Background: an optimization exercise with open tools, aiming at a short achievable clock period and few clock cycles. Do not read the settings as production practice. At most, simulation tests tie the RTL to the original design; equivalence was not proved. No functional check of the RTL was part of run 3. No driver is modelled on the clock port, so clocking that relies on it looks cheaper here than on a real chip. Power figures rest on the tool's default switching activity, not on a simulated workload.

==> design/flow/design.v <==
module adder32(in1, in2, out);
input [31:0] in1, in2;
output [31:0] out;
assign out = (in1 + in2);
endmodule
module mux2#(parameter WIDTH = 8)
            (d0, d1, s, y);
	input [WIDTH-1:0] d0, d1;
	input s;
	output [WIDTH-1:0] y;
	assign y = s ? d1 : d0; 
endmodule
module pc(rst, clk, newPc, pc);
input rst, clk;
input [31:0] newPc;
output reg [31:0] pc;
always @(negedge rst or posedge clk)
begin
if (!rst)
	pc <= 0;
else
	pc <= newPc;
end
endmodule
module pcAdd(pc, pcPlus4);
input [31:0] pc;
output [31:0] pcPlus4;
assign pcPlus4=pc+4;
endmodule
module shiftLeft2#(parameter IN_WIDTH = 8, parameter OUT_WIDTH = 8)
            (in, out);
	input [IN_WIDTH-1:0] in;
	output [OUT_WIDTH-1:0] out;
	assign out = in << 2;
endmodule
module signExtend(imm, signImm);
input [15:0] imm;
output [31:0] signImm;
assign signImm={{16{imm[15]}}, imm[15:0]};
endmodule
module alu(srcA, srcB, aluControl, shamt, aluResult, zero);
input [31:0] srcA, srcB;
input [3:0] aluControl;
input [4:0] shamt;
output reg [31:0] aluResult;
output zero;
always @(*)
begin
	case(aluControl)
		4'b0000 : aluResult=srcA&srcB;
		4'b0001 : aluResult=srcA|srcB;
		4'b0010 : aluResult=srcA+srcB;
		4'b0110 : aluResult=srcA-srcB;
		4'b0111 : aluResult=srcA<srcB?1:0;
		4'b1010 : aluResult=srcB<<shamt;
		4'b1100 : aluResult=~(srcA|srcB);
		default : aluResult=0;
	endcase
end
assign zero=aluResult==0?1:0;
endmodule
module controlUnit(opcode, funct, regDst, aluSrc, memToReg, regWrite, memRead, memWrite, branch, jump, aluControl);
input [5:0] opcode, funct;
output regDst, aluSrc, memToReg, regWrite, memRead, memWrite, branch, jump;
output [3:0] aluControl;
wire [1:0] aluOp;
mainDecoder md(opcode, regDst, aluSrc, memToReg, regWrite, memRead, memWrite, branch, jump, aluOp);
aluDecoder ad(funct, aluOp, aluControl);
endmodule
module mainDecoder(opcode, regDst, aluSrc, memToReg, regWrite, memRead, memWrite, branch, jump, aluOp);
input [5:0] opcode;
output regDst, aluSrc, memToReg, regWrite, memRead, memWrite, branch, jump;
output [1:0] aluOp;
reg [9:0] controls;
assign {regDst, aluSrc, memToReg, regWrite, memRead, memWrite, branch, jump, aluOp} = controls;
always @(*)
begin
	case(opcode)
		6'b000000: controls <= 10'b1001000010;  
		6'b100011: controls <= 10'b0111100000;  
		6'b101011: controls <= 10'b0100010000;  
		6'b000100: controls <= 10'b0000001001;  
		6'b001000, 
		6'b001001: controls <= 10'b0101000000;  
		6'b001101: controls <= 10'b0101000000;  
		6'b000010: controls <= 10'b0000000100;  
		default:   controls <= 10'bxxxxxxxxxx;  
    endcase
end
endmodule
module aluDecoder(funct, aluOp, aluControl);
input [5:0] funct;
input [1:0] aluOp;
output reg [3:0] aluControl;
always @(*)
begin
	case(aluOp)
		2'b00: aluControl <= 4'b0010;   
		2'b01: aluControl <= 4'b0110;   
		default:	case(funct)           
			6'b100000,
			6'b100001: aluControl <= 4'b0010;  
			6'b100010,
			6'b100011: aluControl <= 4'b0110;  
			6'b100100: aluControl <= 4'b0000;  
			6'b100101: aluControl <= 4'b0001;  
			6'b101010: aluControl <= 4'b0111;  
			6'b000000: aluControl <= 4'b1010;  
			default:   aluControl <= 4'bxxxx;  
        endcase
    endcase
end
endmodule
module registerFile(clk, regWrite, readReg1, readReg2, writeReg, writeData, readData1, readData2);
	input clk, regWrite;
	input [4:0] readReg1, readReg2, writeReg;
	input [31:0] writeData;
	output [31:0] readData1, readData2;
	reg [31:0] rf [31:0];
	always @(posedge clk) begin
    if (regWrite) rf[writeReg] <= writeData;
	end
	assign readData1 = (readReg1 != 0) ? rf[readReg1] : 0;
	assign readData2 = (readReg2 != 0) ? rf[readReg2] : 0;
endmodule
module mipsSystem(rst, clk, imem_addr, imem_rdata, dmem_we, dmem_addr, dmem_wdata, dmem_rdata, wb_en, wb_reg, wb_data);
input rst, clk;
output [31:0] imem_addr;
input [31:0] imem_rdata;
output dmem_we;
output [31:0] dmem_addr, dmem_wdata;
input [31:0] dmem_rdata;
output wb_en;
output [4:0] wb_reg;
output [31:0] wb_data;
reg [31:0] pc;
reg [31:0] pc_o;          
reg [31:0] rf [1:31];
reg        d_valid;
reg [31:0] d_ir, d_pc4;
reg [31:2] d_pc;
reg [31:1] d_sa, d_sb;
reg        d_fe_a, d_fm_a, d_fw_a, d_fe_b, d_fm_b, d_fw_b;
reg        d_pred;        
reg [3:0]  bt_v;
reg [31:2] bt_tag [0:3];
reg [31:2] bt_tgt [0:3];
reg [1:0]  bt_ptr;
reg        e_valid, e_wr, e_load, e_store, e_br, e_ld;
reg        e_sdl;         
reg [4:0]  e_dst;
reg [31:0] e_a;           
reg [31:0] e_b;           
reg [31:0] e_sd;          
reg [31:0] e_target;
reg [4:0]  e_shamt;
reg        e_op_add, e_op_sub, e_op_and, e_op_or, e_op_slt, e_op_sll, e_zop;
reg        m_valid, m_wr, m_load, m_rep;
reg [4:0]  m_dst;
reg [31:0] m_res;
reg        o_we;
reg [31:0] o_addr, o_wdata;
reg        r_en;
reg [4:0]  r_dst;
reg [31:0] r_data;
reg        w_en;
reg [31:1] w_we;          
reg [4:0]  w_dst;
reg [31:0] w_data;
wire [31:0] pc4 = pc + 32'd4;
wire [31:0] ir = imem_rdata;
wire        f_j = (ir[31:26] == 6'b000010);
wire [31:0] f_jtarget = {pc4[31:28], ir[25:0], 2'b00};
wire [4:0]  f_rs = ir[25:21];
wire [4:0]  f_rt = ir[20:16];
wire [31:0] f_sa = 32'd1 << f_rs;
wire [31:0] f_sb = 32'd1 << f_rt;
wire [5:0] d_op = d_ir[31:26];
wire [4:0] d_rs = d_ir[25:21];
wire [4:0] d_rt = d_ir[20:16];
wire [4:0] d_rd = d_ir[15:11];
wire [5:0] d_fn = d_ir[5:0];
wire [31:0] d_sext = {{16{d_ir[15]}}, d_ir[15:0]};
wire d_rtype = (d_op == 6'b000000);
wire d_lw    = (d_op == 6'b100011);
wire d_sw    = (d_op == 6'b101011);
wire d_beq   = (d_op == 6'b000100);
wire d_jmp   = (d_op == 6'b000010);
wire d_addi  = (d_op == 6'b001000) | (d_op == 6'b001001) | (d_op == 6'b001101);
wire d_wr    = d_rtype | d_lw | d_addi;
wire [4:0] d_dst = d_rtype ? d_rd : d_rt;
wire d_sll   = d_rtype & (d_fn == 6'b000000);
wire [31:0] alu_res;
wire        e_zero, e_eq;
wire        e_zok = e_valid & e_zop;
wire d_bsame = d_beq & (d_rs == d_rt);                                     
wire d_fast  = d_beq & (d_rt == 5'd0) & d_fe_a & e_zok;                    
wire d_bcond = d_beq & ~d_bsame & ~d_fast;
wire [31:0] d_target = d_pc4 + {d_sext[29:0], 2'b00};
wire d_use_rs = ~d_jmp & ~d_sll & ~d_bsame;
wire d_use_rt = d_rtype | d_bcond;
wire stall = d_valid & e_ld & ((d_use_rs & d_fe_a) | (d_use_rt & d_fe_b));
genvar gi;
wire [31:0] m_val = m_load ? dmem_rdata : m_res;
reg  [31:0] d_ra, d_rb;
integer ri;
always @(*) begin
	d_ra = 32'd0;
	d_rb = 32'd0;
	for (ri = 1; ri < 32; ri = ri + 1) begin
		d_ra = d_ra | ({32{d_sa[ri]}} & rf[ri]);
		d_rb = d_rb | ({32{d_sb[ri]}} & rf[ri]);
	end
end
wire [31:0] d_a_f = ({32{d_fe_a}} & alu_res) | ({32{d_fm_a}} & m_val) | ({32{d_fw_a}} & w_data) | d_ra;
wire [31:0] d_b_f = ({32{d_fe_b}} & alu_res) | ({32{d_fm_b}} & m_val) | ({32{d_fw_b}} & w_data) | d_rb;
wire f_fe_a = d_valid & d_wr & (d_dst == f_rs) & (f_rs != 5'd0);
wire f_fe_b = d_valid & d_wr & (d_dst == f_rt) & (f_rt != 5'd0);
wire f_fm_a = e_valid & e_wr & (e_dst == f_rs) & (f_rs != 5'd0);
wire f_fm_b = e_valid & e_wr & (e_dst == f_rt) & (f_rt != 5'd0);
wire f_fw_a = m_valid & m_wr & (m_dst == f_rs) & (f_rs != 5'd0);
wire f_fw_b = m_valid & m_wr & (m_dst == f_rt) & (f_rt != 5'd0);
wire [31:0] d_sa_h = 32'd1 << d_rs;
wire [31:0] d_sb_h = 32'd1 << d_rt;
ealu alu0(.a(e_a), .b(e_b), .sd(e_sd),
          .op_add(e_op_add), .op_sub(e_op_sub), .op_and(e_op_and), .op_or(e_op_or),
          .op_slt(e_op_slt), .op_sll(e_op_sll), .shamt(e_shamt),
          .res(alu_res), .zero(e_zero), .eq(e_eq));
wire e_redirect = e_valid & e_br & e_eq;
wire d_mispred = d_pred & ~d_bsame;
wire d_redirect = d_valid & ((d_bsame & ~d_pred) | d_mispred | (d_fast & e_zero));
wire [31:0] d_rtarget = d_mispred ? d_pc4 : d_target;
wire d_install = d_valid & d_bsame & ~d_pred & ~e_redirect;
wire [3:0] bt_hit;
genvar bi;
generate
	for (bi = 0; bi < 4; bi = bi + 1) begin : btb
		assign bt_hit[bi] = bt_v[bi] & (bt_tag[bi] == pc[31:2]);
	end
endgenerate
wire        f_hit = |bt_hit;
wire [31:2] f_htgt = ({30{bt_hit[0]}} & bt_tgt[0]) | ({30{bt_hit[1]}} & bt_tgt[1]) |
                     ({30{bt_hit[2]}} & bt_tgt[2]) | ({30{bt_hit[3]}} & bt_tgt[3]);
wire [31:0] pc_next = e_redirect ? e_target :
                      d_redirect ? d_rtarget :
                      stall      ? pc :
                      f_j        ? f_jtarget :
                      f_hit      ? {f_htgt, 2'b00} : pc4;
wire hold = stall & ~e_redirect & ~d_redirect;
wire [31:0] pc_adv = e_redirect ? e_target :
                     d_redirect ? d_rtarget :
                     f_j        ? f_jtarget :
                     f_hit      ? {f_htgt, 2'b00} : pc4;
assign imem_addr = pc_o;
assign dmem_we    = o_we;
assign dmem_addr  = o_addr;
assign dmem_wdata = o_wdata;
wire [31:0] m_dec = 32'd1 << m_dst;
generate
	for (gi = 1; gi < 32; gi = gi + 1) begin : rfw
		always @(posedge clk) if (w_we[gi]) rf[gi] <= w_data;
	end
endgenerate
wire m_rep_now = m_valid & m_wr & ~m_rep;
wire e_rep_now = ~m_rep_now & e_valid & e_wr & ~e_load;
assign wb_en   = r_en;
assign wb_reg  = r_dst;
assign wb_data = r_data;
wire e_take = d_valid & ~e_redirect & ~stall;
always @(posedge clk or negedge rst) begin
	if (!rst) begin
		pc      <= 32'd0;
		d_valid <= 1'b0;
		e_valid <= 1'b0;
		m_valid <= 1'b0;
		w_en    <= 1'b0;
		bt_v    <= 4'd0;
		bt_ptr  <= 2'd0;
	end else begin
		if (d_install) begin
			bt_v[bt_ptr] <= 1'b1;
			bt_ptr       <= bt_ptr + 2'd1;
		end
		pc      <= pc_next;
		if (e_redirect | d_redirect) d_valid <= 1'b0;
		else if (!stall) d_valid <= 1'b1;
		e_valid <= e_take & (d_wr | d_sw | d_bcond);
		m_valid <= e_valid;
		w_en    <= m_valid & m_wr;
	end
end
always @(posedge clk) begin
	pc_o <= !rst ? 32'd0 : hold ? pc : pc_adv;
	o_we <= e_valid & e_store;
	r_en <= m_rep_now | e_rep_now;
	if (!stall) begin
		d_ir    <= ir;
		d_pc4   <= pc4;
		d_pc    <= pc[31:2];
		d_pred  <= f_hit & ~f_j;
	end
	if (!stall) begin
		d_fe_a <= f_fe_a;
		d_fm_a <= f_fm_a & ~f_fe_a;
		d_fw_a <= f_fw_a & ~f_fm_a & ~f_fe_a;
		d_sa   <= (f_fe_a | f_fm_a | f_fw_a) ? 31'd0 : f_sa[31:1];
		d_fe_b <= f_fe_b;
		d_fm_b <= f_fm_b & ~f_fe_b;
		d_fw_b <= f_fw_b & ~f_fm_b & ~f_fe_b;
		d_sb   <= (f_fe_b | f_fm_b | f_fw_b) ? 31'd0 : f_sb[31:1];
	end else begin
		d_fe_a <= 1'b0;
		d_fm_a <= d_fe_a;
		d_fw_a <= d_fm_a;
		d_sa   <= (d_fe_a | d_fm_a) ? 31'd0 : d_sa_h[31:1];
		d_fe_b <= 1'b0;
		d_fm_b <= d_fe_b;
		d_fw_b <= d_fm_b;
		d_sb   <= (d_fe_b | d_fm_b) ? 31'd0 : d_sb_h[31:1];
	end
	if (d_install) begin
		bt_tag[bt_ptr] <= d_pc;
		bt_tgt[bt_ptr] <= d_target[31:2];
	end
	e_wr      <= d_wr;
	e_load    <= d_lw;
	e_ld      <= e_take & d_lw & (d_rt != 5'd0);
	e_sdl     <= d_fe_b & e_load;
	e_store   <= d_sw;
	e_br      <= d_bcond;
	e_dst     <= d_dst;
	e_a       <= d_a_f;
	e_b       <= d_rtype ? d_b_f : d_sext;
	e_sd      <= d_b_f;
	e_target  <= d_target;
	e_shamt   <= d_ir[10:6];
	e_op_add  <= ~d_rtype | (d_fn == 6'b100000) | (d_fn == 6'b100001);
	e_op_sub  <= d_rtype & ((d_fn == 6'b100010) | (d_fn == 6'b100011));
	e_op_and  <= d_rtype & (d_fn == 6'b100100);
	e_op_or   <= d_rtype & (d_fn == 6'b100101);
	e_op_slt  <= d_rtype & (d_fn == 6'b101010);
	e_op_sll  <= d_sll;
	e_zop     <= (d_rtype & ((d_fn == 6'b100000) | (d_fn == 6'b100001) | (d_fn == 6'b100010) |
	                         (d_fn == 6'b100011) | (d_fn == 6'b100100) | (d_fn == 6'b100101)) |
	              d_addi) & (d_dst != 5'd0);
	m_wr    <= e_wr;
	m_load  <= e_load;
	m_dst   <= e_dst;
	if (e_valid & e_wr) m_res <= alu_res;
	m_rep   <= e_rep_now;
	o_addr  <= alu_res;
	o_wdata <= e_sdl ? dmem_rdata : e_sd;
	r_dst   <= m_rep_now ? m_dst : e_dst;
	r_data  <= m_rep_now ? m_val : alu_res;
	w_dst  <= m_dst;
	w_we   <= {31{m_valid & m_wr}} & m_dec[31:1];
	w_data <= m_val;
end
endmodule
module ealu(a, b, sd, op_add, op_sub, op_and, op_or, op_slt, op_sll, shamt, res, zero, eq);
input  [31:0] a, b, sd;    
input         op_add, op_sub, op_and, op_or, op_slt, op_sll;
input  [4:0]  shamt;
output [31:0] res;
output        zero;      
output        eq;        
wire [31:0] add = a + b;
wire [32:0] sub = {1'b0, a} - {1'b0, b};
wire [31:0] other = ({32{op_and}} & (a & b))
                  | ({32{op_or}}  & (a | b))
                  | ({32{op_sll}} & (b << shamt));
assign res = ({32{op_add}} & add) | ({32{op_sub}} & sub[31:0]) |
             {other[31:1], other[0] | (op_slt & sub[32])};
wire zadd = &(~(a ^ b ^ {a[30:0] | b[30:0], 1'b0}));
assign zero = op_add ? zadd : op_sub ? (a == b) : op_and ? ~|(a & b) : ~|(a | b);
assign eq = (a == sd);
endmodule
==> design/flow/flow/run.sh <==
#!/bin/bash
# Standard ORFS layout with these changes to how it is made (the SDC is unchanged):
#  - synthesis is the standard flow's, but ABC maps with flow/abc.script (a delay-driven
#    mapping), and no full/half adder cells are extracted (ADDER_MAP_FILE empty);
#  - timing repair aimed at a setup margin well above the 11 ns clock, so that
#    repair keeps improving paths that already meet it;
#  - repair may resize cells to other footprints (MATCH_CELL_FOOTPRINT 0);
#  - after CTS, flow/post_cts.tcl strengthens the output port buffers and runs
#    more repair, and flow/post_grt.tcl repairs again after global routing.
set -euo pipefail
MARGIN=${MARGIN:-7.5}
export MY_ABC_SCRIPT=$PWD/flow/abc.script
bash standard.sh ADDER_MAP_FILE= SETUP_SLACK_MARGIN=$MARGIN MATCH_CELL_FOOTPRINT=0 \
  SYNTH_SCRIPT=$PWD/flow/synth.tcl POST_CTS_TCL=$PWD/flow/post_cts.tcl POST_GLOBAL_ROUTE_TCL=$PWD/flow/post_grt.tcl finish > flow_make.log 2>&1
==> design/flow/flow/abc.script <==
strash
dch -f
map -D 1200
topo
buffer -c
upsize -c
dnsize -c
==> design/flow/flow/post_cts.tcl <==
# Run after ORFS's own CTS-stage repair (POST_CTS_TCL hook). Constraints are
# the design's; the output delays are relaxed only while one repair pass runs
# (so that it works on the register-to-register paths), and put back before
# anything is written. Output port buffers are moved next to the registers that
# drive them and made strong, and those registers get their strongest size.
estimate_parasitics -placement
set blk [ord::get_db_block]
foreach bterm [$blk getBTerms] {
  if {[$bterm getIoType] != "OUTPUT"} continue
  set buf ""
  foreach it [[$bterm getNet] getITerms] { if {[$it isOutputSignal]} { set buf [$it getInst] } }
  if {$buf == ""} continue
  set in_net ""
  foreach it [$buf getITerms] { if {[$it isInputSignal]} { set in_net [$it getNet] } }
  if {$in_net == ""} continue
  set ff ""
  foreach it [$in_net getITerms] { if {[$it isOutputSignal]} { set ff [$it getInst] } }
  if {$ff == ""} continue
  set loc [$ff getLocation]
  $buf setLocation [lindex $loc 0] [lindex $loc 1]
  replace_cell [$buf getName] sky130_fd_sc_hd__buf_8
  set m [[$ff getMaster] getName]
  if {[regsub {_[0-9]+$} $m {_4} m4] && $m4 != $m && [llength [get_lib_cells -quiet */$m4]]} { replace_cell [$ff getName] $m4 }
}
detailed_placement
estimate_parasitics -placement
set outs [all_outputs]
set_output_delay 0.5 -clock core_clock $outs
repair_timing -setup -setup_margin 7.9 -repair_tns 100

set_output_delay 2.2 -clock core_clock $outs
repair_timing -setup -setup_margin 7.6 -repair_tns 100
detailed_placement
check_placement -verbose
estimate_parasitics -placement
puts "post_cts: worst setup slack [worst_slack -max]"
==> design/flow/flow/post_grt.tcl <==
# Run after ORFS's global routing and its repair (POST_GLOBAL_ROUTE_TCL hook):
# one more repair pass with global-route parasitics, output delays relaxed only
# while it runs, then the modified nets are routed again and the guides rewritten.
estimate_parasitics -global_routing

set outs [all_outputs]
set_output_delay 0.5 -clock core_clock $outs
repair_timing -setup -setup_margin 7.9 -repair_tns 100
set_output_delay 2.2 -clock core_clock $outs
repair_timing -setup -hold -setup_margin 7.6 -repair_tns 100
global_route -start_incremental
detailed_placement
global_route -end_incremental
estimate_parasitics -global_routing
puts "post_grt: worst setup slack [worst_slack -max]"
write_guides $::env(RESULTS_DIR)/route.guide
==> design/flow/flow/synth.tcl <==
# The standard flow's synthesis script (synth_recipe.tcl), with ABC's mapping script
# replaced by the one named in MY_ABC_SCRIPT; registers are unchanged.
proc synth {args} { yosys synth -nofsm -noshare {*}$args }
proc abc {args} {
  set i [lsearch -exact $args -script]
  if {$i >= 0 && [info exists ::env(MY_ABC_SCRIPT)]} { lset args [expr {$i + 1}] $::env(MY_ABC_SCRIPT) }
  yosys abc {*}$args
}
source $::env(SCRIPTS_DIR)/synth.tcl
# left out here: clear keep_hierarchy, flatten, clean up, hide names made inside functions, write 1_2_yosys.v
==> design/flow/standard.sh <==
#!/bin/bash
# synth_recipe.tcl (not shown) runs the flow's synth.tcl, then flattens the netlist and writes it again
# the make line also repeats each setting of config.mk as NAME=value (left out here)
make -C /OpenROAD-flow-scripts/flow DESIGN_CONFIG=/design/flow/config.mk WORK_HOME=/design/flow/orfs CLKGATE_MAP_FILE= SYNTH_SCRIPT=/design/flow/synth_recipe.tcl "${@:-finish}"
==> design/flow/config.mk <==
export PLATFORM = sky130hd
export DESIGN_NAME = mipsSystem
export DESIGN_NICKNAME = mipsSystem
export VERILOG_FILES = /design/flow/design.v
export SDC_FILE = /design/flow/constraint.sdc
export NUM_CORES = 8
export LEC_CHECK = 0
export CAP_MARGIN = 20
export CORE_MARGIN = 2
export CORE_UTILIZATION = 40
export CTS_CLUSTER_DIAMETER = 80
export CTS_CLUSTER_SIZE = 25
export PLACE_DENSITY = 0.6
export SLEW_MARGIN = 20
==> design/flow/constraint.sdc <==
create_clock -name core_clock -period 11.0 [get_ports {clk}]
set_input_delay 2.2000 -clock core_clock [delete_from_list [all_inputs] [get_ports {clk}]]
set_output_delay 2.2000 -clock core_clock [all_outputs]
set_load 0.01 [all_outputs]
==> metrics.yaml, run 1 <==
status:
  run_status: "complete, no violations"
logic_synthesis:
  yosys.area.top_type: "edfxtp_1"
  muxShareOfSynthArea: 0.00492
  yosysMostFrequentCell: "edfxtp_1"
  syn-cell-area_sq_mm: 0.0837
  synthTopCellsByCount: "edfxtp_1, nand2_1, a22oi_1"
  synth_adder_area_share: 0
  synth-main-ff-cell: "edfxtp_1"
  synth_edf_count: 1359
  syn-num-nets: 8113
  synth.top_cells.by_area: "edfxtp_1, dfxtp_1, a22oi_1"
  synth_top_cell_area_share: 0.487
  async_flop_share: 0.0225
  synth-compound-area-share: 0.173
  yosys_warnings: 2
  synth_xor_area_frac: 0.00856
  ys_seq_elements: 1825
  synth_area_per_cell_sq_um: 10.4
  ys_seq_area_frac: 0.601
  synth_cell_types: 89
  synth_simple_gate_area_share: 0.167
  synth_top_family_by_area: "compound AO/OA/AOI/OAI gates"
  netlist_instances: 8047
power:
  peakVddDrop_mv: 0.141
  finalPower_mw: 16.5
  p_per_area_mw_per_mm2: 166
  p_leak_nw: 35.2
drt:
  via_per_inst: 6.96
  drt_iter0_drc: 17500
  wl_um: 439000
  drt_pass1_iterations: 10
  num_vias: 78700
  ant_nets: 0
  drc: 0
  wire_per_inst_um: 38.8
min_path:
  holdCritPathClass: "register to register"
timing:
  fin_setup_tns_ns: 0
  fmax_mhz: 279
  slew_viol_final: 0
  relSlewSlack: 0.190
  fin_crit_ns: 3.58
  fin_crit_sh: 0.326
  fin_ws_ns: 7.42
  tightest_slew_ns: 1.21
  setup_viol: 0
  final.setup_skew_ns: 0.0776
  hold_violations: 0
grt:
  grt_usage: 0.397
  grt_overflow_total: 0
  grt_pass1_wl_um: 586000
  antenna_found_initial: 34
  grt_max_degree: 63
  grt_pass1_vias: 72500
place:
  hpwlAfterDp_um: 272000
  place_area_sq_mm: 0.0894
  gp_congestion: 1.03
  dp_slack_ns: 5.87
  io_buffers: 200
die:
  die_area_sq_mm: 0.213
  chipWidth_um: 462
  die_height_um: 462
  pin_count: 201
  coreArea_sq_mm: 0.207
  initial_core_util: 0.404
  num_rows: 167
setup_path:
  path_cells: "buf_12"
  required_ns: 8.80
  critPathBufInv: 1
  cpMaxStageDelayCell: "dfxtp_4"
  cp_max_fo: 1
  crit_path_end_kind: "output pin"
  start_kind: "register"
  worstPathArrival_ns: 1.38
  slowest_delay_ns: 0.37
  criticalPathCategory: "register to output pin"
  cp_top_family: "flip-flops"
clocking:
  clock_latency_ns: 0.85
  path_clk_slew_ns: 0.10
  cts_tree: "yes"
  clock_sinks: 1825
final_layout:
  area.growth.synth_to_final_pct: 18.6
  fin_nets: 8468
  drive_gt1_frac: 0.192
  final_cell_area_sq_mm: 0.0993
run:
  cap_viol_max_count: 0
==> cells by family after synthesis <==
| family | count (synthesis) |
|---|---|
| simple gates | 3061 |
| mux | 39 |
| compound gates | 2065 |
| buf+inv | 976 |
| xor+xnor | 81 |
| flops | 1825 |
==> registers in the layout, summed over array words and instances (netlist names), 31 cells and up <==
signal,flops
w_data,32
rf,992
pc,32
o_wdata,32
e_a,32
bt_tag,120
e_b,32
d_sa,31
m_res,32
d_pc4,32
r_data,32
w_we,31
d_sb,31
o_addr,32
d_ir,32
pc_o,32
bt_tgt,120
e_sd,32
e_target,32
==> through the flow <==
| stage | hold slack [ns] | util | instances |
|---|---|---|---|
| final | 0.368 | 0.479 | 11300 |
| after global placement | 0.332 | 0.431 | 10800 |
| after detailed placement | 0.336 | 0.431 | 10800 |
| after floorplan | 0.331 | - | 8047 |
==> report_power, final <==
group | total (mW) | internal, mW | switching, mW
clock network | 4.65 | 2.03 | 2.62
logic | 3.61 | 1.20 | 2.41
registers | 8.27 | 7.84 | 0.426
total | 16.5 | 11.1 | 5.46
==> cell usage in the layout, fill, tap and decap left out, types with 159 or more instances in the layout <==
cell	n
nand2_1	1231
dfxtp_4	159
a22oi_1	846
nand4_1	453
a21oi_1	191
o21ai_0	317
edfxtp_1	1359
nand3_1	367
nor2_1	477
buf_4	367
inv_1	511
==> final timing paths <==
check / startpoint / endpoint / cells past startpoint / slack (ns)
max in group asynchronous: rst / pc[25]$_DFFE_PN0N_ / 2 / 8.82
min: e_wr$_DFF_P_ / m_wr$_DFF_P_ / 0 / 0.37
min in group asynchronous: rst / pc[7]$_DFFE_PN0N_ / 2 / 1.51
max: r_data[22]$_DFF_P_ / wb_data[22] / 1 / 7.42
max reg2reg: e_a[3]$_DFF_P_ / e_a[19]$_DFF_P_ / 10 / 7.68
min reg2reg: e_wr$_DFF_P_ / m_wr$_DFF_P_ / 0 / 0.37
==> routing by layer <==
metal	global-route usage	routed length, um	vias up
li1	-	-	30900
met1	0.498	149000	37800
met2	0.554	176000	7877
met3	0.146	70100	2003
met4	0.300	43300	22
met5	0	171	-
==> area by class of cell <==
type                    instances  area [sq um]
diodes                         27          67.6
clock buffers                 135          2920
clock inverters                58           734
fillers                     18900        108000
inverters                     576          2310
multi-input cells            5252         31800
flip-flops and latches       1825         51200
well taps                    2788          3490
repair buffers                641          6790
repair inverters                3          25.0
Testbench counts, summed over its fixed seeds: cycles 140,680.
==> run 2, diff against run 1 <==
--- a/design/flow/flow/run.sh
+++ b/design/flow/flow/run.sh
@@ -5,10 +5,11 @@
 #  - timing repair aimed at a setup margin well above the 11 ns clock, so that
 #    repair keeps improving paths that already meet it;
 #  - repair may resize cells to other footprints (MATCH_CELL_FOOTPRINT 0);
+#  - before CTS, flow/pre_cts.tcl puts output registers next to their pins;
 #  - after CTS, flow/post_cts.tcl strengthens the output port buffers and runs
 #    more repair, and flow/post_grt.tcl repairs again after global routing.
 set -euo pipefail
 MARGIN=${MARGIN:-7.5}
 export MY_ABC_SCRIPT=$PWD/flow/abc.script
 bash standard.sh ADDER_MAP_FILE= SETUP_SLACK_MARGIN=$MARGIN MATCH_CELL_FOOTPRINT=0 \
-  SYNTH_SCRIPT=$PWD/flow/synth.tcl POST_CTS_TCL=$PWD/flow/post_cts.tcl POST_GLOBAL_ROUTE_TCL=$PWD/flow/post_grt.tcl finish > flow_make.log 2>&1
+  SYNTH_SCRIPT=$PWD/flow/synth.tcl PRE_CTS_TCL=$PWD/flow/pre_cts.tcl POST_CTS_TCL=$PWD/flow/post_cts.tcl POST_GLOBAL_ROUTE_TCL=$PWD/flow/post_grt.tcl finish > flow_make.log 2>&1
==> design/flow/flow/pre_cts.tcl (new file) <==
# Before CTS: each output port's register and buffer go next to the pin.
set blk [ord::get_db_block]
set core [$blk getCoreArea]
set cx0 [$core xMin]; set cy0 [$core yMin]; set cx1 [$core xMax]; set cy1 [$core yMax]
foreach bterm [$blk getBTerms] {
  if {[$bterm getIoType] != "OUTPUT"} continue
  set buf ""
  foreach it [[$bterm getNet] getITerms] { if {[$it isOutputSignal]} { set buf [$it getInst] } }
  if {$buf == ""} continue
  set in_net ""
  foreach it [$buf getITerms] { if {[$it isInputSignal]} { set in_net [$it getNet] } }
  if {$in_net == ""} continue
  set ff ""
  foreach it [$in_net getITerms] { if {[$it isOutputSignal]} { set ff [$it getInst] } }
  if {$ff == ""} continue
  set bb [$bterm getBBox]
  set x [expr {([$bb xMin] + [$bb xMax]) / 2}]
  set y [expr {([$bb yMin] + [$bb yMax]) / 2}]
  set x [expr {max($cx0, min($cx1 - 20000, $x))}]
  set y [expr {max($cy0, min($cy1 - 5440, $y))}]
  $ff setLocation $x $y
  $buf setLocation $x $y
}
detailed_placement
==> metrics.yaml, run 2 <==
final_layout:
  register_area_sq_mm: 0.0512  # about the same
  final_cells: 11400  # +0.86%
  multi_input_area_sq_mm: 0.0329  # +3.3%
  top_regs: "rf (992), bt_tag (120), bt_tgt (120)"
  fill_cells: 18700  # -1.1%
  layout_commonest_cell: "edfxtp_1"
  largest-register: "rf"
  largest_register_ffs: 992  # unchanged
  drive_gt1_frac: 0.216  # +0.0235
  area.growth.synth_to_final_pct: 20.5
  fin_nets: 8531  # +0.74%
  layout_common_cells: "edfxtp_1, nand2_1, a22oi_1, inv_1, nor2_1"
setup_path:
  start_kind: "register"
  crit_path_end_kind: "output pin"
  r2r-start: "e_a[6]$_DFF_P_"
  cp_top_family: "flip-flops"
  path_cells: "buf_8"
  cpMaxStageDelayCell: "dfxtp_4"
  worstPathArrival_ns: 1.35  # -0.03 ns
  r2r-end: "pc_o[28]$_SDFF_PN0_"
  reg2reg_depth: 15  # +5
  slowest_delay_ns: 0.37  # about the same
  r2r_slack_ns: 7.59  # -0.09 ns
  required_ns: 8.80  # about the same
  criticalPathCategory: "register to output pin"
  cp_max_fo: 1  # unchanged
  critPathBufInv: 1  # unchanged
logic_synthesis:
  synth-main-ff-cell: "edfxtp_1"
  yosysMostFrequentCell: "edfxtp_1"
  synth_cell_types: 89  # unchanged
  syn-num-nets: 8113  # unchanged
  synth_area_per_cell_sq_um: 10.4  # unchanged
  yosys.area.top_type: "edfxtp_1"
  ys_seq_area_frac: 0.601  # unchanged
  ys_seq_elements: 1825  # unchanged
  netlist_instances: 8047  # unchanged
  synth_edf_count: 1359  # unchanged
  syn-cell-area_sq_mm: 0.0837  # unchanged
  synth_top_cell_area_share: 0.487  # unchanged
  async_flop_share: 0.0225  # unchanged
  synth.top_cells.by_area: "edfxtp_1, dfxtp_1, a22oi_1"
  synthTopCellsByCount: "edfxtp_1, nand2_1, a22oi_1"
  yosys_warnings: 2  # unchanged
min_path:
  holdCritPathClass: "register to register"
  hold_start: "e_wr$_DFF_P_"
  whs_endpoint: "m_wr$_DFF_P_"
  whs_path_depth: 0  # unchanged
grt:
  grt_pass1_wl_um: 592000  # +0.92%
  grt_overflow_total: 0  # unchanged
  antenna_found_initial: 61  # +79%
  grt_usage: 0.400  # +0.00329
  grt_max_degree: 63  # unchanged
  grt_pass1_vias: 73500  # +1.4%
timing:
  hold_violations: 0  # unchanged
  setup_viol: 0  # unchanged
  final.setup_skew_ns: 0.0946  # +0.0170 ns
  fin_setup_tns_ns: 0  # unchanged
  slew_viol_final: 0  # unchanged
  fmax_mhz: 281  # +0.81%
  relSlewSlack: 0.186  # -0.00331
  fin_crit_ns: 3.55  # -0.0287 ns
  tightest_slew_ns: 1.22  # +0.00802 ns
  fin_crit_sh: 0.323  # -0.00261
clocking:
  clock_sinks: 1825  # unchanged
  clock_latency_ns: 0.87  # +0.02 ns
  cts_tree: "yes"
  path_clk_slew_ns: 0.10  # about the same
place:
  io_buffers: 200  # unchanged
  gp_congestion: 1.03  # unchanged
  hpwlAfterDp_um: 272000  # unchanged
  dpl.cell_count: 10800  # unchanged
power:
  p_switching_mw: 5.47  # +0.23%
  seq_power_share: 0.499  # about the same
  p_leak_nw: 35.6  # +1.2%
  combPwrFrac: 0.225  # +0.006
  p_per_area_mw_per_mm2: 164  # -1.5%
  clockPowerShare: 0.276  # -0.005
  p_int_mw: 11.1  # about the same
  switching_share: 0.331  # +0.000485
  peakVddDrop_mv: 0.150  # +6.8%
run:
  cap_viol_max_count: 0  # unchanged
die:
  num_rows: 167  # unchanged
  die_height_um: 462  # unchanged
  chipWidth_um: 462  # unchanged
  initial_core_util: 0.404  # unchanged
  die_area_sq_mm: 0.213  # unchanged
  coreArea_sq_mm: 0.207  # unchanged
  pin_count: 201  # unchanged
drt:
  via_per_inst: 6.96  # about the same
  num_vias: 79300  # +0.81%
  drc: 0  # unchanged
  wire_per_inst_um: 38.7  # -0.22%
  drt_pass1_iterations: 10  # unchanged
  wl_um: 441000  # +0.63%
  ant_nets: 0  # unchanged
  drt_iter0_drc: 17700  # +1.3%
status:
  run_status: "complete, no violations"
[run 2: cell counts after synthesis]
No cell type changed its count.
[run 2: power by group through the flow]
stage	Sequential (mW)	Combinational (mW)	Clock, mW
6_report	8.26	3.72	4.56
3_5_place_dp	8.34	2.88	0
3_3_place_gp	8.34	2.88	0
2_1_floorplan	8.13	1.52	0
[run 2: routing by layer]
| metal | track usage | up-vias | wire, um |
|---|---|---|---|
| li1 | - | 31100 | - |
| met1 | 0.500 | 38100 | 151000 |
| met2 | 0.559 | 7904 | 176000 |
| met3 | 0.150 | 2083 | 69600 |
| met4 | 0.301 | 46 | 44000 |
| met5 | 0.00136 | - | 338 |
[run 2: through the flow]
step / setup WS [ns] / power (mW) / hold slack (ns) / util / area [sq um]
finish: 7.45 / 16.5 / 0.343 / 0.486 / 101000
detailed placement: 5.87 / 11.2 / 0.336 / 0.431 / 89400
global placement: 5.95 / 11.2 / 0.332 / 0.431 / 89400
floorplan: 6.53 / 9.65 / 0.331 / - / 83900
[run 2: cell type report]
cell class | count | area share
timing repair buffer | 705 | 0.0720
clock buffer | 141 | 0.0291
timing repair inverter | 2 | 0.000161
multi-input combinational | 5254 | 0.326
inverter | 576 | 0.0232
sequential | 1825 | 0.507
tap | 2788 | 0.0346
clock inverter | 51 | 0.00638
antenna | 60 | 0.00149
[run 2: worst max-delay path by stage]
stage,from,endpoint,slack [ns],cells after the start
2_1_floorplan,d_ir[18]$_DFFE_PN_,bt_tag[1][0]$_DFFE_PP_,6.53,9
3_3_place_gp,imem_rdata[29],pc_o[6]$_SDFF_PN0_,5.95,12
3_5_place_dp,imem_rdata[28],pc_o[21]$_SDFF_PN0_,5.87,11
6_report,o_addr[23]$_DFF_P_,dmem_addr[23],7.45,1
[run 2: cell families (layout without fill, tap and decap cells)]
family,Yosys count,in the layout,share of synthesized area
flops,1825,1825,0.601
other cells,0,60,0
compound gates,2065,2065,0.173
buf+inv,976,1475,0.0455
mux,39,39,0.00492
simple gates,3061,3069,0.167
xor+xnor,81,81,0.00856
==> run 3, diff against run 2 <==
--- a/design/flow/design.v
+++ b/design/flow/design.v
@@ -146,6 +146,13 @@
 reg [31:2] bt_tag [0:3];
 reg [31:2] bt_tgt [0:3];
 reg [1:0]  bt_ptr;
+reg [3:0]  lp_v, lp_pt;
+reg [31:2] lp_tag [0:3];
+reg [31:2] lp_tgt [0:3];
+reg [3:0]  lp_cnt [0:3];
+reg [3:0]  lp_trip [0:3];
+reg [1:0]  lp_ptr;
+reg        d_lp;          
 reg        e_valid, e_wr, e_load, e_store, e_br, e_ld;
 reg        e_sdl;         
 reg [4:0]  e_dst;
@@ -203,7 +210,7 @@
 genvar gi;
 wire [31:0] m_val = m_load ? dmem_rdata : m_res;
 reg  [31:0] d_ra, d_rb;
-integer ri;
+integer ri, lj;
 always @(*) begin
 	d_ra = 32'd0;
 	d_rb = 32'd0;
@@ -228,8 +235,22 @@
           .res(alu_res), .zero(e_zero), .eq(e_eq));
 wire e_redirect = e_valid & e_br & e_eq;
 wire d_mispred = d_pred & ~d_bsame;
-wire d_redirect = d_valid & ((d_bsame & ~d_pred) | d_mispred | (d_fast & e_zero));
-wire [31:0] d_rtarget = d_mispred ? d_pc4 : d_target;
+wire d_lpfix = d_lp & ~(d_fast & e_zero);
+wire d_redirect = d_valid & ((d_bsame & ~d_pred) | d_mispred | d_lpfix | (d_fast & e_zero & ~d_lp));
+wire [31:0] d_rtarget = (d_mispred | d_lp) ? d_pc4 : d_target;
+wire [3:0] lp_hit, lp_m;
+genvar li;
+generate
+	for (li = 0; li < 4; li = li + 1) begin : lpt
+		assign lp_hit[li] = lp_v[li] & lp_pt[li] & (lp_tag[li] == pc[31:2]);
+		assign lp_m[li]   = lp_v[li] & (lp_tag[li] == d_pc);
+	end
+endgenerate
+wire        f_lph = |lp_hit;
+wire [31:2] f_lptgt = ({30{lp_hit[0]}} & lp_tgt[0]) | ({30{lp_hit[1]}} & lp_tgt[1]) |
+                      ({30{lp_hit[2]}} & lp_tgt[2]) | ({30{lp_hit[3]}} & lp_tgt[3]);
+wire        lp_upd = d_valid & d_fast & ~e_redirect;
+wire        lp_new = lp_upd & ~|lp_m;
 wire d_install = d_valid & d_bsame & ~d_pred & ~e_redirect;
 wire [3:0] bt_hit;
 genvar bi;
@@ -245,12 +266,14 @@
                       d_redirect ? d_rtarget :
                       stall      ? pc :
                       f_j        ? f_jtarget :
-                      f_hit      ? {f_htgt, 2'b00} : pc4;
+                      f_hit      ? {f_htgt, 2'b00} :
+                      f_lph      ? {f_lptgt, 2'b00} : pc4;
 wire hold = stall & ~e_redirect & ~d_redirect;
 wire [31:0] pc_adv = e_redirect ? e_target :
                      d_redirect ? d_rtarget :
                      f_j        ? f_jtarget :
-                     f_hit      ? {f_htgt, 2'b00} : pc4;
+                     f_hit      ? {f_htgt, 2'b00} :
+                     f_lph      ? {f_lptgt, 2'b00} : pc4;
 assign imem_addr = pc_o;
 assign dmem_we    = o_we;
 assign dmem_addr  = o_addr;
@@ -276,7 +299,13 @@
 		w_en    <= 1'b0;
 		bt_v    <= 4'd0;
 		bt_ptr  <= 2'd0;
+		lp_v    <= 4'd0;
+		lp_ptr  <= 2'd0;
 	end else begin
+		if (lp_new) begin
+			lp_v[lp_ptr] <= 1'b1;
+			lp_ptr       <= lp_ptr + 2'd1;
+		end
 		if (d_install) begin
 			bt_v[bt_ptr] <= 1'b1;
 			bt_ptr       <= bt_ptr + 2'd1;
@@ -298,6 +327,7 @@
 		d_pc4   <= pc4;
 		d_pc    <= pc[31:2];
 		d_pred  <= f_hit & ~f_j;
+		d_lp    <= f_lph & ~f_hit & ~f_j;
 	end
 	if (!stall) begin
 		d_fe_a <= f_fe_a;
@@ -318,6 +348,25 @@
 		d_fw_b <= d_fm_b;
 		d_sb   <= (d_fe_b | d_fm_b) ? 31'd0 : d_sb_h[31:1];
 	end
+	if (lp_new) begin
+		lp_tag[lp_ptr]  <= d_pc;
+		lp_tgt[lp_ptr]  <= d_target[31:2];
+		lp_cnt[lp_ptr]  <= e_zero ? 4'd0 : 4'd1;
+		lp_trip[lp_ptr] <= e_zero ? 4'd1 : 4'd0;
+		lp_pt[lp_ptr]   <= e_zero;
+	end
+	for (lj = 0; lj < 4; lj = lj + 1) begin
+		if (lp_upd & lp_m[lj]) begin
+			if (e_zero) begin
+				lp_trip[lj] <= (lp_cnt[lj] == 4'd15) ? 4'd0 : lp_cnt[lj] + 4'd1;
+				lp_cnt[lj]  <= 4'd0;
+				lp_pt[lj]   <= (lp_cnt[lj] == 4'd0);
+			end else begin
+				lp_cnt[lj]  <= (lp_cnt[lj] == 4'd15) ? 4'd15 : lp_cnt[lj] + 4'd1;
+				lp_pt[lj]   <= (lp_trip[lj] != 4'd0) & (lp_cnt[lj] + 4'd2 == lp_trip[lj]);
+			end
+		end
+	end
 	if (d_install) begin
 		bt_tag[bt_ptr] <= d_pc;
 		bt_tgt[bt_ptr] <= d_target[31:2];
==> metrics.yaml, run 3 <==
setup_path:
  crit_path_frequent_cell: "buf_6"
  critPathBufInv: 6  # +5
  path_cells: "nand2_2, inv_1, o21ai_1, nand4_1, nor2_1, nand4_1, o211ai_2, buf_12, nand2_4, nand2_4, buf_4, buf_6, a31oi_4, buf_6, buf_6, o21ai_2, o211ai_1, a211oi_4"
  cpMaxStageDelayCell: "a211oi_4"
  required_ns: 11.74  # +2.94 ns
  cp_max_fo: 8  # +7
  crit_path_end_kind: "register"
  slowest_delay_ns: 0.44  # +0.07 ns
  cp_top_family: "compound AO/OA/AOI/OAI gates"
  worstPathArrival_ns: 4.33  # +2.98 ns
  criticalPathCategory: "register to register"
  start_kind: "register"
power:
  p_per_area_mw_per_mm2: 174  # +5.9%
  p_leak_nw: 44.1  # +24%
  peakVddDrop_mv: 0.153  # +1.9%
die:
  initial_core_util: 0.401  # -0.00203
  coreArea_sq_mm: 0.245  # +18%
  pin_count: 201  # unchanged
  chipWidth_um: 500  # +8.4%
  num_rows: 182  # +9.0%
  die_height_um: 500  # +8.4%
  die_area_sq_mm: 0.250  # +17%
timing:
  fin_setup_tns_ns: 0  # unchanged
  fin_crit_ns: 3.59  # +0.0336 ns
  hold_violations: 0  # unchanged
  fin_ws_ns: 7.41  # -0.0336 ns
  final.setup_skew_ns: 0.122  # +0.0278 ns
  fin_crit_sh: 0.326  # +0.00305
  slew_viol_final: 0  # unchanged
  fmax_mhz: 279  # -0.94%
  tightest_slew_ns: 1.25  # +0.0336 ns
  setup_viol: 0  # unchanged
  relSlewSlack: 0.158  # -0.0288
logic_synthesis:
  synth_top_cell_area_share: 0.499  # +0.0115
  synth.top_cells.by_area: "edfxtp_1, dfxtp_1, a22oi_1"
  async_flop_share: 0.0223  # -0.000170
  yosys.area.top_type: "edfxtp_1"
  ys_seq_elements: 2108  # +16%
  syn-num-nets: 9568  # +18%
  yosys_warnings: 2  # unchanged
  netlist_instances: 9502  # +18%
  yosysMostFrequentCell: "edfxtp_1"
  ys_seq_area_frac: 0.597  # -0.00401
  synth-main-ff-cell: "edfxtp_1"
  synth_cell_types: 98  # +10%
  synth_edf_count: 1636  # +20%
  synth_area_per_cell_sq_um: 10.4  # -0.40%
  synthTopCellsByCount: "edfxtp_1, nand2_1, a22oi_1, inv_1, nor2_1"
  syn-cell-area_sq_mm: 0.0985  # +18%
grt:
  grt_max_degree: 62  # -1.6%
  grt_overflow_total: 0  # unchanged
  grt_pass1_wl_um: 728000  # +23%
  antenna_found_initial: 71  # +16%
  grt_usage: 0.421  # +0.0209
  grt_pass1_vias: 87200  # +19%
status:
  run_status: "complete, no violations"
final_layout:
  area.growth.synth_to_final_pct: 24.3
  final_cells: 13600  # +19%
  multi_input_area_sq_mm: 0.0392  # +19%
  drive_gt1_frac: 0.230  # +0.0143
  largest-register: "rf"
  fill_cells: 21700  # +16%
  register_area_sq_mm: 0.0596  # +16%
  fin_nets: 10300  # +21%
  layout_commonest_cell: "edfxtp_1"
  largest_register_ffs: 992  # unchanged
  layout_common_cells: "edfxtp_1, nand2_1, a22oi_1, inv_1, nor2_1"
clocking:
  clock_latency_ns: 0.90  # +0.03 ns
  path_clk_slew_ns: 0.10  # about the same
  clock_sinks: 2108  # +16%
  cts_tree: "yes"
place:
  dp_slack_ns: 5.37  # -0.500 ns
  dpl.cell_count: 12800  # +18%
  gp_congestion: 1.03  # about the same
  hpwlAfterDp_um: 344000  # +27%
  io_buffers: 200  # unchanged
drt:
  drt_iter0_drc: 19800  # +12%
  via_per_inst: 7.01  # +0.78%
  wl_um: 554000  # +25%
  num_vias: 95400  # +20%
  ant_nets: 0  # unchanged
  drc: 0  # unchanged
  drt_pass1_iterations: 10  # unchanged
  wire_per_inst_um: 40.7  # +5.1%
run:
  cap_viol_max_count: 0  # unchanged
min_path:
  holdCritPathClass: "register to register"
## run 3: area by class of cell
class,count,share of cell area
Clock inverter,63,0.00813
Multi-Input combinational cell,6112,0.320
Timing Repair Buffer,1016,0.0940
Sequential cell,2108,0.487
Timing Repair inverter,3,0.000174
Antenna cell,47,0.000961
Clock buffer,165,0.0269
Tap cell,3220,0.0329
Inverter,876,0.0297
## run 3: logic make-up (layout without fill, tap and decap cells)
group                  count (synthesis)  after routing  synth area share
AND/OR/NAND/NOR                     3647           3655             0.171
buffers and inverters               1292           2123            0.0519
multiplexers                          36             36           0.00389
XOR/XNOR                             185            185            0.0165
AO/OA/AOI/OAI                       2234           2236             0.159
other                                  0             47                 0
flip-flops                          2108           2108             0.597
## run 3: stage by stage
step	instance area, sq um	hold slack, ns	total power, mW	util
finish	122000	0.366	21.3	0.499
detailed placement	105000	0.353	14.3	0.430
global placement	105000	0.344	14.3	0.429
floorplan	98600	0.331	11.7	-
## run 3: where the power goes
part	internal (mW)	total (mW)	switching (mW)
Sequential	9.19	9.54	0.352
Clock	2.35	5.45	3.10
Combinational	1.99	6.28	4.29
## run 3: worst paths after layout
kind | start | end | slack (ns) | cells past startpoint
max in group asynchronous | rst | pc[1]$_DFFE_PN0N_ | 8.57 | 2
min in group asynchronous | rst | bt_v[2]$_DFFE_PN0P_ | 1.23 | 1
worst max-delay path | e_a[2]$_DFF_P_ | pc_o[9]$_SDFF_PN0_ | 7.41 | 18
worst min-delay path | e_wr$_DFF_P_ | m_wr$_DFF_P_ | 0.37 | 0
worst min register to register | e_wr$_DFF_P_ | m_wr$_DFF_P_ | 0.37 | 0
worst max register to register | e_a[2]$_DFF_P_ | pc_o[9]$_SDFF_PN0_ | 7.41 | 18
## run 3: worst register-to-register path, stage by stage (launching register included)
cell and delay, ns:
dfxtp_4 0.41, nand2_2 0.19, inv_1 0.12, o21ai_1 0.20, nand4_1 0.15, nor2_1 0.14, nand4_1 0.26, o211ai_2 0.29
buf_12 0.17, nand2_4 0.08, nand2_4 0.11, buf_4 0.13, buf_6 0.14, a31oi_4 0.11, buf_6 0.17, buf_6 0.11
o21ai_2 0.06, o211ai_1 0.17, a211oi_4 0.44
## run 3: per-layer routing
metal | GRT usage | part of all wire | vias up
li1 | - | - | 36800
met1 | 0.526 | 0.34 | 46100
met2 | 0.592 | 0.40 | 9652
met3 | 0.153 | 0.15 | 2730
met4 | 0.320 | 0.10 | 52
met5 | 0 | 0.00087 | -
==> run 4, diff against run 3 <==
--- a/design/flow/design.v
+++ b/design/flow/design.v
@@ -236,7 +236,7 @@
 wire e_redirect = e_valid & e_br & e_eq;
 wire d_mispred = d_pred & ~d_bsame;
 wire d_lpfix = d_lp & ~(d_fast & e_zero);
-wire d_redirect = d_valid & ((d_bsame & ~d_pred) | d_mispred | d_lpfix | (d_fast & e_zero & ~d_lp));
+wire d_redirect = d_valid & ~stall & ((d_bsame & ~d_pred) | d_mispred | d_lpfix | (d_fast & e_zero & ~d_lp));
 wire [31:0] d_rtarget = (d_mispred | d_lp) ? d_pc4 : d_target;
 wire [3:0] lp_hit, lp_m;
 genvar li;
--- a/design/flow/flow/pre_cts.tcl
+++ b/design/flow/flow/pre_cts.tcl
@@ -1,9 +1,13 @@
-# Before CTS: each output port's register and buffer go next to the pin.
+# Before CTS: each output port's register and buffer (but imem_addr's) go next
+# to the pin.
 set blk [ord::get_db_block]
 set core [$blk getCoreArea]
 set cx0 [$core xMin]; set cy0 [$core yMin]; set cx1 [$core xMax]; set cy1 [$core yMax]
 foreach bterm [$blk getBTerms] {
   if {[$bterm getIoType] != "OUTPUT"} continue
+  # imem_addr's registers stay where placement put them: their inputs are
+  # the critical next-pc logic
+  if {[string match "imem_addr*" [$bterm getName]]} continue
   set buf ""
   foreach it [[$bterm getNet] getITerms] { if {[$it isOutputSignal]} { set buf [$it getInst] } }
   if {$buf == ""} continue
--- a/design/flow/config.mk
+++ b/design/flow/config.mk
@@ -8,7 +8,7 @@
 export CAP_MARGIN = 20
 export CORE_MARGIN = 2
 export CORE_UTILIZATION = 40
-export CTS_CLUSTER_DIAMETER = 80
-export CTS_CLUSTER_SIZE = 25
+export CTS_CLUSTER_DIAMETER = 60
+export CTS_CLUSTER_SIZE = 40
 export PLACE_DENSITY = 0.6
 export SLEW_MARGIN = 20
==> metrics.yaml, run 4 <==
status:
  run_status: "complete, no violations"
die:
  chipWidth_um: 500  # about the same
  initial_core_util: 0.401  # -0.000459
  num_rows: 182  # unchanged
  pin_count: 201  # unchanged
  die_height_um: 500  # about the same
  coreArea_sq_mm: 0.245  # unchanged
  die_area_sq_mm: 0.250  # -0.11%
timing:
  final.setup_skew_ns: 0.0729  # -0.0495 ns
  hold_violations: 0  # unchanged
  fin_ws_ns: 7.39  # -0.0252 ns
  fin_crit_ns: 3.61  # +0.0252 ns
  slew_viol_final: 0  # unchanged
  fin_setup_tns_ns: 0  # unchanged
  fin_hold_ws_ns: 0.356  # -0.00966 ns
  tightest_slew_ns: 1.34  # +0.0843 ns
  relSlewSlack: 0.0983  # -0.0592
  fin_crit_sh: 0.329  # +0.00230
  setup_viol: 0  # unchanged
  fmax_mhz: 277  # -0.70%
place:
  place_area_sq_mm: 0.105  # -0.38%
  hpwlAfterDp_um: 346000  # +0.44%
  dp_slack_ns: 5.25  # -0.121 ns
  gp_congestion: 1.05  # +1.3%
  io_buffers: 200  # unchanged
  dpl.cell_count: 12600  # -1.6%
setup_path:
  required_ns: 8.80  # -2.94 ns
  criticalPathCategory: "register to output pin"
  critPathBufInv: 1  # -5
  crit_path_end_kind: "output pin"
  cpMaxStageDelayCell: "dfxtp_4"
  path_cells: "buf_8"
  cp_top_family: "flip-flops"
  cp_max_fo: 1  # -7
  reg2reg_depth: 14  # -4
  start_kind: "register"
  r2r_slack_ns: 7.70  # +0.29 ns
  slowest_delay_ns: 0.38  # -0.06 ns
  r2r-end: "e_a[28]$_DFF_P_"
  critPathLaunch: "r_data[5]$_DFF_P_"
  worstPathArrival_ns: 1.41  # -2.92 ns
  r2r-start: "e_b[5]$_DFF_P_"
logic_synthesis:
  synth.top_cells.by_area: "edfxtp_1, dfxtp_1, a22oi_1"
  synth_cell_types: 96  # -2.0%
  async_flop_share: 0.0223  # unchanged
  synth_edf_count: 1636  # unchanged
  syn-num-nets: 9400  # -1.8%
  synth-main-ff-cell: "edfxtp_1"
  synth_top_family_by_area: "compound AO/OA/AOI/OAI gates"
  synth_simple_gate_area_share: 0.159  # -0.0119
  ys_seq_elements: 2108  # unchanged
  synth_top_cell_area_share: 0.499  # +0.000571
  synth-compound-area-share: 0.170  # +0.0104
  syn-cell-area_sq_mm: 0.0984  # -0.11%
  synth_xor_area_frac: 0.0176  # +0.00118
  ys_seq_area_frac: 0.598  # +0.000684
  yosysMostFrequentCell: "edfxtp_1"
  muxShareOfSynthArea: 0.00396  # +0.0000681
  synthTopCellsByCount: "edfxtp_1, nand2_1, a22oi_1"
  yosys.area.top_type: "edfxtp_1"
  synth_adder_area_share: 0  # unchanged
  synth_area_per_cell_sq_um: 10.5  # +1.7%
  yosys_warnings: 2  # unchanged
  netlist_instances: 9334  # -1.8%
drt:
  wl_um: 546000  # -1.4%
  wire_per_inst_um: 41.0  # +0.79%
  ant_nets: 0  # unchanged
  num_vias: 93200  # -2.3%
  drt_pass1_iterations: 21  # +11
  via_per_inst: 7.00  # -0.16%
  drt_iter0_drc: 18900  # -4.7%
  drc: 0  # unchanged
power:
  switching_share: 0.363  # -0.00114
  p_int_mw: 14.1  # +4.2%
  peakVddDrop_mv: 0.129  # -16%
  clockPowerShare: 0.301  # +0.045
  combPwrFrac: 0.267  # -0.028
  p_per_area_mw_per_mm2: 184  # +5.7%
  seq_power_share: 0.432  # -0.017
  p_leak_nw: 43.2  # -2.2%
  p_switching_mw: 8.02  # +3.6%
final_layout:
  area.growth.synth_to_final_pct: 22.5
  fill_cells: 21900  # +0.91%
  layout_common_cells: "edfxtp_1, nand2_1, a22oi_1, inv_1, nor2_1"
  layout_commonest_cell: "edfxtp_1"
  final_cell_area_sq_mm: 0.120  # -1.6%
  largest_register_ffs: 992  # unchanged
  drive_gt1_frac: 0.219  # -0.0115
  fin_nets: 9984  # -3.1%
  multi_input_area_sq_mm: 0.0381  # -2.9%
  largest-register: "rf"
  register_area_sq_mm: 0.0596  # about the same
  final_cells: 13300  # -2.1%
clocking:
  path_clk_slew_ns: 0.11  # about the same
  cts_tree: "yes"
  clock_sinks: 2108  # unchanged
  clock_latency_ns: 0.92  # +0.02 ns
grt:
  grt_overflow_total: 0  # unchanged
  antenna_found_initial: 66  # -7.0%
  grt_max_degree: 72  # +16%
  grt_pass1_vias: 85800  # -1.5%
  grt_usage: 0.420  # -0.000705
  grt_pass1_wl_um: 724000  # -0.52%
min_path:
  whs_endpoint: "m_wr$_DFF_P_"
  whs_path_depth: 0  # unchanged
  hold_start: "e_wr$_DFF_P_"
  holdCritPathClass: "register to register"
run:
  cap_viol_max_count: 0  # unchanged
## run 4: worst max path at each step
| stage | cells past startpoint | to | slack, ns |
|---|---|---|---|
| floorplan | 11 | bt_tag[0][0]$_DFFE_PP_ | 6.50 |
| global placement | 7 | e_a[20]$_DFF_P_ | 5.25 |
| finish | 1 | wb_data[5] | 7.39 |
| detailed placement | 7 | e_a[20]$_DFF_P_ | 5.25 |
## run 4: logic make-up (layout without fill, tap and decap cells)
logic type	Yosys count	count (layout)
compound gates	2378	2378
simple gates	3365	3373
xor+xnor	198	198
flops	2108	2108
mux	36	36
other cells	0	49
buf+inv	1249	1958
## run 4: layout make-up
cell class / instances / share of cell area
diodes: 49 / 0.00102
clock buffers: 164 / 0.0332
clock inverters: 124 / 0.0157
inverters: 811 / 0.0274
multi-input cells: 5985 / 0.316
flip-flops and latches: 2108 / 0.495
well taps: 3220 / 0.0334
repair buffers: 855 / 0.0777
repair inverters: 4 / 0.000364
## run 4: power by group through the flow
stage / logic, mW / registers (mW) / clock network [mW]
finish: 5.90 / 9.56 / 6.66
detailed placement: 4.67 / 9.65 / 0
global placement: 4.69 / 9.65 / 0
floorplan: 2.13 / 9.57 / 0
## run 4: metrics by stage
step                       util  total power, mW
after floorplan               -             11.7
after global placement    0.428             14.3
after detailed placement  0.428             14.3
final                     0.491             22.1
## run 4: layer usage
| metal | up-vias | GRT usage | wire [um] |
|---|---|---|---|
| li1 | 36300 | - | - |
| met1 | 45100 | 0.518 | 186000 |
| met2 | 9261 | 0.590 | 219000 |
| met3 | 2561 | 0.156 | 85200 |
| met4 | 30 | 0.333 | 56100 |
| met5 | - | 0.00579 | 383 |
Testbench counts of run 4, summed over its fixed seeds: cycles 139,596.
==> run 5, diff against run 4 <==
--- a/design/flow/config.mk
+++ b/design/flow/config.mk
@@ -9,6 +9,6 @@
 export CORE_MARGIN = 2
 export CORE_UTILIZATION = 40
 export CTS_CLUSTER_DIAMETER = 60
-export CTS_CLUSTER_SIZE = 40
+export CTS_CLUSTER_SIZE = 20
 export PLACE_DENSITY = 0.6
 export SLEW_MARGIN = 20
==> metrics.yaml, run 5 <==
logic_synthesis:
  async_flop_share: 0.0223  # unchanged
  synthTopCellsByCount: "edfxtp_1, nand2_1, a22oi_1"
  netlist_instances: 9334  # unchanged
  yosys_warnings: 2  # unchanged
  synth-compound-area-share: 0.170  # unchanged
  syn-num-nets: 9400  # unchanged
  yosysMostFrequentCell: "edfxtp_1"
  synth_edf_count: 1636  # unchanged
  muxShareOfSynthArea: 0.00396  # unchanged
  synth_adder_area_share: 0  # unchanged
  synth_simple_gate_area_share: 0.159  # unchanged
  ys_seq_elements: 2108  # unchanged
  synth_top_family_by_area: "compound AO/OA/AOI/OAI gates"
  synth_xor_area_frac: 0.0176  # unchanged
  synth-main-ff-cell: "edfxtp_1"
  synth.top_cells.by_area: "edfxtp_1, dfxtp_1, a22oi_1"
  yosys.area.top_type: "edfxtp_1"
  synth_area_per_cell_sq_um: 10.5  # unchanged
  syn-cell-area_sq_mm: 0.0984  # unchanged
  synth_cell_types: 96  # unchanged
  synth_top_cell_area_share: 0.499  # unchanged
  ys_seq_area_frac: 0.598  # unchanged
place:
  hpwlAfterDp_um: 346000  # unchanged
  gp_congestion: 1.05  # unchanged
  dpl.cell_count: 12600  # unchanged
  io_buffers: 200  # unchanged
timing:
  fin_crit_ns: 3.57  # -0.0455 ns
  relSlewSlack: 0.141  # +0.0429
  fmax_mhz: 280  # +1.3%
  fin_setup_tns_ns: 0  # unchanged
  tightest_slew_ns: 1.29  # -0.0502 ns
  hold_violations: 0  # unchanged
  setup_viol: 0  # unchanged
  final.setup_skew_ns: 0.0478  # -0.0251 ns
  fin_crit_sh: 0.324  # -0.00414
  slew_viol_final: 0  # unchanged
power:
  peakVddDrop_mv: 0.127  # -1.6%
  switching_share: 0.355  # -0.00815
  clockPowerShare: 0.300  # about the same
  p_switching_mw: 7.81  # -2.6%
  p_per_area_mw_per_mm2: 184  # +0.16%
  p_int_mw: 14.2  # +0.87%
  combPwrFrac: 0.266  # about the same
  seq_power_share: 0.434  # +0.002
  p_leak_nw: 42.9  # -0.65%
final_layout:
  drive_gt1_frac: 0.212  # -0.00692
  layout_commonest_cell: "edfxtp_1"
  fin_nets: 9951  # -0.33%
  final_cells: 13300  # -0.21%
  layout_common_cells: "edfxtp_1, nand2_1, a22oi_1, inv_1, nor2_1"
  area.growth.synth_to_final_pct: 21.8
  largest-register: "rf"
  largest_register_ffs: 992  # unchanged
  fill_cells: 22000  # +0.45%
die:
  chipWidth_um: 500  # unchanged
  pin_count: 201  # unchanged
  die_area_sq_mm: 0.250  # unchanged
  die_height_um: 500  # unchanged
  initial_core_util: 0.401  # unchanged
  coreArea_sq_mm: 0.245  # unchanged
  num_rows: 182  # unchanged
run:
  cap_viol_max_count: 0  # unchanged
setup_path:
  cpMaxStageDelayCell: "dfxtp_4"
  required_ns: 8.80  # about the same
  slowest_delay_ns: 0.35  # -0.03 ns
  criticalPathCategory: "register to output pin"
  worstPathArrival_ns: 1.37  # -0.04 ns
  crit_path_end_kind: "output pin"
  critPathBufInv: 1  # unchanged
  path_cells: "buf_8"
  start_kind: "register"
  cp_max_fo: 1  # unchanged
  r2r_slack_ns: 7.74  # +0.04 ns
  cp_top_family: "flip-flops"
clocking:
  clock_latency_ns: 0.89  # -0.03 ns
  clock_sinks: 2108  # unchanged
  path_clk_slew_ns: 0.08  # -0.03 ns
  cts_tree: "yes"
min_path:
  holdCritPathClass: "register to register"
grt:
  antenna_found_initial: 63  # -4.5%
  grt_overflow_total: 0  # unchanged
  grt_pass1_vias: 85700  # -0.17%
  grt_max_degree: 72  # unchanged
  grt_pass1_wl_um: 722000  # -0.24%
  grt_usage: 0.419  # -0.000868
status:
  run_status: "complete, no violations"
drt:
  drt_iter0_drc: 18800  # -0.29%
  drt_pass1_iterations: 13  # -38%
  wire_per_inst_um: 40.9  # -0.24%
  drc: 0  # unchanged
  ant_nets: 0  # unchanged
  wl_um: 544000  # -0.45%
  num_vias: 93000  # -0.28%
  via_per_inst: 6.99  # about the same
-- run 5: layer usage --
layer / share of wire / up-vias / GRT usage
met4: 0.10 / 36 / 0.340
li1: - / 36200 / -
met3: 0.16 / 2437 / 0.154
met1: 0.34 / 44900 / 0.518
met5: 0.00055 / - / 0.00598
met2: 0.40 / 9363 / 0.585
-- run 5: logic make-up (layout without fill, tap and decap cells) --
logic type / Yosys count / in the layout
simple gates: 3365 / 3372
mux: 36 / 36
compound gates: 2378 / 2378
buf+inv: 1249 / 1938
flops: 2108 / 2108
xor+xnor: 198 / 198
other cells: 0 / 42
-- run 5: through the flow --
step | power (mW) | area, sq um | hold slack [ns] | utilization | setup WS, ns
final | 22.0 | 120000 | 0.354 | 0.488 | 7.43
after global placement | 14.3 | 105000 | 0.336 | 0.428 | 5.25
after detailed placement | 14.3 | 105000 | 0.339 | 0.428 | 5.25
after floorplan | 11.7 | 98600 | 0.331 | - | 6.50
-- run 5: path summary, 6_finish.rpt --
| kind | depth (start not counted) | end | from |
|---|---|---|---|
| min in group asynchronous | 2 | pc[7]$_DFFE_PN0N_ | rst |
| hold / removal | 0 | m_wr$_DFF_P_ | e_wr$_DFF_P_ |
| hold reg to reg | 0 | m_wr$_DFF_P_ | e_wr$_DFF_P_ |
| setup / recovery | 1 | imem_addr[22] | pc_o[22]$_SDFF_PN0_ |
| max in group asynchronous | 2 | lp_v[0]$_DFFE_PN0P_ | rst |
| setup reg to reg | 14 | pc_o[2]$_SDFF_PN0_ | pc[20]$_DFFE_PN0N_ |
-- run 5: layout make-up --
cell class | count | area, sq um | area share
Clock inverter | 105 | 1270 | 0.0106
Multi-Input combinational cell | 5984 | 38000 | 0.317
Inverter | 811 | 3290 | 0.0274
Timing Repair inverter | 4 | 56.3 | 0.000470
Timing Repair Buffer | 810 | 8860 | 0.0740
Clock buffer | 208 | 4570 | 0.0382
Tap cell | 3220 | 4030 | 0.0336
Sequential cell | 2108 | 59600 | 0.498
Antenna cell | 42 | 105 | 0.000877
-- run 5: power groups by stage --
stage	logic [mW]	registers (mW)	clock network (mW)
3_5_place_dp	4.67	9.65	0
6_report	5.87	9.55	6.61
2_1_floorplan	2.13	9.57	0
3_3_place_gp	4.69	9.65	0

==> port drivers added, routing unchanged <==
The flow's constraints put no driver on any port. The routed layouts listed below were extracted and timed again, unchanged, in two steps.
Step 1, drivers: a clkbuf_16 drives clk and a buf_2 each remaining input, both assumed.
Step 2 times the ports against the registers' clock, not the clock port: input delays grow and output delays shrink by t, the midpoint of the rising clock arrivals with the driver on.
Three values: no drivers, after step 1, after step 2; two values: the first two.
run | t (ns) | setup WS [ns] | hold WS [ns] | slew at the worst register clock pin (ns) | cell pins on the clock port's net
run 1 | 0.911 | 7.416 / 7.323 / 6.938 | 0.368 / 0.368 / 0.368 | 0.11 / 0.11 | 1
run 2 | 0.910 | 7.445 / 7.359 / 6.706 | 0.343 / 0.343 / 0.343 | 0.11 / 0.11 | 1
run 3 | 0.933 | 7.411 / 7.331 / 6.842 | 0.366 / 0.366 / 0.366 | 0.11 / 0.11 | 1
run 4 | 0.986 | 7.386 / 7.281 / 6.802 | 0.356 / 0.356 / 0.356 | 0.12 / 0.12 | 1
run 5 | 0.960 | 7.432 / 7.338 / 6.783 | 0.354 / 0.354 / 0.354 | 0.09 / 0.09 | 1
After both steps every run listed still meets setup and hold. For run 2, which loses most, drivers alone change the setup slack by -0.086 ns; drivers and shift together by -0.739 ns.
